What follows belongs to an exercise in optimizing a design on an open flow for small area; a production flow would make more cautious choices.
Only simulation tests tie the RTL to the original design; equivalence was not proved.

## fir_top
module fir_top (
input                clk,
input                rst_n,
input                coe_sel_vld_i,
input       [1:0]    coe_sel_index_i,
input                coe_reload_vld_i,
input       [15:0]   coe_reload_data_i,
input                data_vld_i,
input       [15:0]   data_i,
output               data_vld_o,
output      [36:0]   data_o
);
wire [175:0] coe;
fir_coe fir_coe_inst (
.clk                ( clk               ),
.rst_n              ( rst_n             ),
.coe_sel_vld_i      ( coe_sel_vld_i     ),
.coe_sel_index_i    ( coe_sel_index_i   ),
.coe_reload_vld_i   ( coe_reload_vld_i  ),
.coe_reload_data_i  ( coe_reload_data_i ),
.coe_o              ( coe               )
);
fir_cal fir_cal_inst (
.clk                ( clk               ),
.rst_n              ( rst_n             ),
.coe_i              ( coe               ),
.data_vld_i         ( data_vld_i        ),
.data_i             ( data_i            ),
.data_vld_o         ( data_vld_o        ),
.data_o             ( data_o            )
);
endmodule
clock: 8.0 ns
lec_check: 0
cap_margin: 20
core_margin: 2
core_utilization: 40
gpl_routability_driven: 0
setup_slack_margin: 0.2
slew_margin: 20
synth_hierarchical: 1
standard.sh (not shown) runs the stock make flow with config.mk's settings and CLKGATE_MAP_FILE= SYNTH_SCRIPT=/design/flow/synth_recipe.tcl, a recipe that flattens the netlist after the stock synthesis.
==> flow/flow/run.sh <==
#!/bin/bash
# Layout flow: the standard flow (standard.sh) with these changes:
#  - synthesis maps the logic with an area-oriented ABC script (flow/area.abc)
#    instead of ORFS's ABC script; the synthesis passes, flattening and
#    renaming are the standard flow's own (synth_recipe.tcl);
#  - the resizer may not use the largest buffers (buf_8/12/16, bufbuf_8/16):
#    for the fanout trees it builds, buf_6 and smaller meet the limits too;
#  - clock tree synthesis clusters up to 25 sinks within 80 um per leaf
#    buffer, uses clkbuf_16 only and adds no dummy loads;
#  - the ports are buffered with buf_2 cells.
# Floorplan, power grid, placement, CTS and routing are the standard steps.
# Each tool's output goes to its own log file in this folder.
set -euo pipefail
W=$PWD
CTS="-sink_clustering_enable -repair_clock_nets -buf_list sky130_fd_sc_hd__clkbuf_16 -sink_clustering_size 25 -sink_clustering_max_diameter 80 -dont_use_dummy_load"
EXTRA_DONT_USE="sky130_fd_sc_hd__buf_8 sky130_fd_sc_hd__buf_12 sky130_fd_sc_hd__buf_16 sky130_fd_sc_hd__bufbuf_8 sky130_fd_sc_hd__bufbuf_16"

# ORFS synthesis with only the ABC call changed
sed 's#^\(\s*\)log_cmd abc {\*}\$abc_args$#\1log_cmd abc {*}$lib_args {*}$lib_dont_use_args -script '"$W"'/flow/area.abc#' \
    "$FLOW_HOME/scripts/synth.tcl" > "$W/flow_synth_core.tcl"
grep -q "flow/area.abc" "$W/flow_synth_core.tcl"
# The standard flow's synthesis script, sourcing the copy above
sed 's#^source \$::env(SCRIPTS_DIR)/synth.tcl$#source '"$W"'/flow_synth_core.tcl#' synth_recipe.tcl > "$W/flow_synth.tcl"
grep -q "flow_synth_core.tcl" "$W/flow_synth.tcl"

# the platform's dont-use list plus the extra cells
DU=$(make --no-print-directory -s -C "$FLOW_HOME" DESIGN_CONFIG="$W/config.mk" WORK_HOME="$W/orfs" print-DONT_USE_CELLS 2> "$W/flow_dontuse.log" | sed -n 's/^DONT_USE_CELLS: //p')
echo "$DU" | grep -q "lpflow_bleeder_1"
echo "DONT_USE_CELLS=$DU $EXTRA_DONT_USE" >> "$W/flow_dontuse.log"

# standard.sh with that synthesis script and dont-use list
sed -e 's#SYNTH_SCRIPT=[^ ]*#SYNTH_SCRIPT='"$W"'/flow_synth.tcl#' \
    -e 's#CLKGATE_MAP_FILE= #CLKGATE_MAP_FILE= "DONT_USE_CELLS='"$DU $EXTRA_DONT_USE"'" "CTS_ARGS='"$CTS"'" "BUFFER_PORTS_ARGS=-buffer_cell sky130_fd_sc_hd__buf_2" #' \
    standard.sh > "$W/flow_standard.sh"
grep -q "SYNTH_SCRIPT=$W/flow_synth.tcl" "$W/flow_standard.sh"
grep -q "DONT_USE_CELLS=.*bufbuf_16" "$W/flow_standard.sh"
grep -q "CTS_ARGS=.*dont_use_dummy_load" "$W/flow_standard.sh"
grep -q "BUFFER_PORTS_ARGS=-buffer_cell" "$W/flow_standard.sh"

bash "$W/flow_standard.sh" synth > "$W/flow_synth.log" 2>&1
bash "$W/flow_standard.sh" ${FLOW_TARGET:-} > "$W/flow_layout.log" 2>&1
test -f out/final.def
Other scripts of this flow, unchanged in this note and not shown: flow/flow/area.abc
The first run ran to the end with no violations.
Then changed:
--- a/flow/flow/run.sh
+++ b/flow/flow/run.sh
@@ -2 +2 @@
-# Layout flow: the standard flow (standard.sh) with these changes:
+# Layout flow: the standard flow (standard.sh) with two changes:
@@ -7,4 +7 @@
-#    for the fanout trees it builds, buf_6 and smaller meet the limits too;
-#  - clock tree synthesis clusters up to 25 sinks within 80 um per leaf
-#    buffer, uses clkbuf_16 only and adds no dummy loads;
-#  - the ports are buffered with buf_2 cells.
+#    for the fanout trees it builds, buf_6 and smaller meet the limits too.
@@ -15 +11,0 @@
-CTS="-sink_clustering_enable -repair_clock_nets -buf_list sky130_fd_sc_hd__clkbuf_16 -sink_clustering_size 25 -sink_clustering_max_diameter 80 -dont_use_dummy_load"
@@ -33 +29 @@
-    -e 's#CLKGATE_MAP_FILE= #CLKGATE_MAP_FILE= "DONT_USE_CELLS='"$DU $EXTRA_DONT_USE"'" "CTS_ARGS='"$CTS"'" "BUFFER_PORTS_ARGS=-buffer_cell sky130_fd_sc_hd__buf_2" #' \
+    -e 's#CLKGATE_MAP_FILE= #CLKGATE_MAP_FILE= "DONT_USE_CELLS='"$DU $EXTRA_DONT_USE"'" #' \
@@ -37,2 +32,0 @@
-grep -q "CTS_ARGS=.*dont_use_dummy_load" "$W/flow_standard.sh"
-grep -q "BUFFER_PORTS_ARGS=-buffer_cell" "$W/flow_standard.sh"
- CTS_BUF_LIST: unset -> sky130_fd_sc_hd__clkbuf_16
- CTS_CLUSTER_DIAMETER: unset -> 80
- CTS_CLUSTER_SIZE: unset -> 25
- GPL_ROUTABILITY_DRIVEN: 0 -> unset
=> Count of clock-buffer cells in the layout increases by 3. Cell area increases slightly. Via count increases slightly. Global-route usage increases by 11 points. Area after synthesis does not change.
Then changed:
--- a/flow/flow/run.sh
+++ b/flow/flow/run.sh
@@ -2 +2 @@
-# Layout flow: the standard flow (standard.sh) with two changes:
+# Layout flow: the standard flow (standard.sh) with these changes:
@@ -7 +7,4 @@
-#    for the fanout trees it builds, buf_6 and smaller meet the limits too.
+#    for the fanout trees it builds, buf_6 and smaller meet the limits too;
+#  - clock tree synthesis clusters up to 25 sinks within 80 um per leaf
+#    buffer, uses clkbuf_16 only and adds no dummy loads;
+#  - the ports are buffered with buf_2 cells.
@@ -11,0 +15 @@
+CTS="-sink_clustering_enable -repair_clock_nets -buf_list sky130_fd_sc_hd__clkbuf_16 -sink_clustering_size 25 -sink_clustering_max_diameter 80 -dont_use_dummy_load"
@@ -29 +33 @@
-    -e 's#CLKGATE_MAP_FILE= #CLKGATE_MAP_FILE= "DONT_USE_CELLS='"$DU $EXTRA_DONT_USE"'" #' \
+    -e 's#CLKGATE_MAP_FILE= #CLKGATE_MAP_FILE= "DONT_USE_CELLS='"$DU $EXTRA_DONT_USE"'" "CTS_ARGS='"$CTS"'" "BUFFER_PORTS_ARGS=-buffer_cell sky130_fd_sc_hd__buf_2" #' \
@@ -32,0 +37,2 @@
+grep -q "CTS_ARGS=.*dont_use_dummy_load" "$W/flow_standard.sh"
+grep -q "BUFFER_PORTS_ARGS=-buffer_cell" "$W/flow_standard.sh"
- CORE_UTILIZATION: 40 -> 50
- CTS_BUF_LIST: sky130_fd_sc_hd__clkbuf_16 -> unset
- CTS_CLUSTER_DIAMETER: 80 -> unset
- CTS_CLUSTER_SIZE: 25 -> unset
Effect: Flip-flop and latch count does not change. Global-route usage goes up by 4.6 points. Sequential share of layout area goes up by 0.39 points. Hold slack gets better by 0.023 ns. Setup slack gets better by 0.19 ns. Cell area goes down by 1.9%.

==> afterwards: timing with drivers on the ports <==
No port has a modelled driver above. Below, the same layouts with a new extraction and two added sets of constraints.
Step 1 sets driving cells, clkbuf_16 on the clock port and buf_2 on the other inputs (assumed; they add their load-dependent delay and slew).
Step 2 moves the port delays by t, midway between the first and last clock arrival at a register: inputs arrive t later, outputs are due t later. That takes back most of the time a late clock gives input paths.
Slacks: ideal / step 1 / step 2; pairs: ideal / step 1.
run | t, ns | slack for setup (ns) | worst setup path after step 2 | worst register clock-pin slew, ns | worst data-port slew with drivers (ns)
the first run | 0.803 | 0.728 / 0.728 / 0.728 | register to register | 0.10 / 0.10 | 0.05
the second run | 0.871 | 0.466 / 0.361 / 0.639 | register to register | 0.10 / 0.10 | 0.07
the third run | 0.811 | 0.652 / 0.652 / 0.652 | register to register | 0.10 / 0.10 | 0.04
After both steps setup and hold are still met in every run listed.
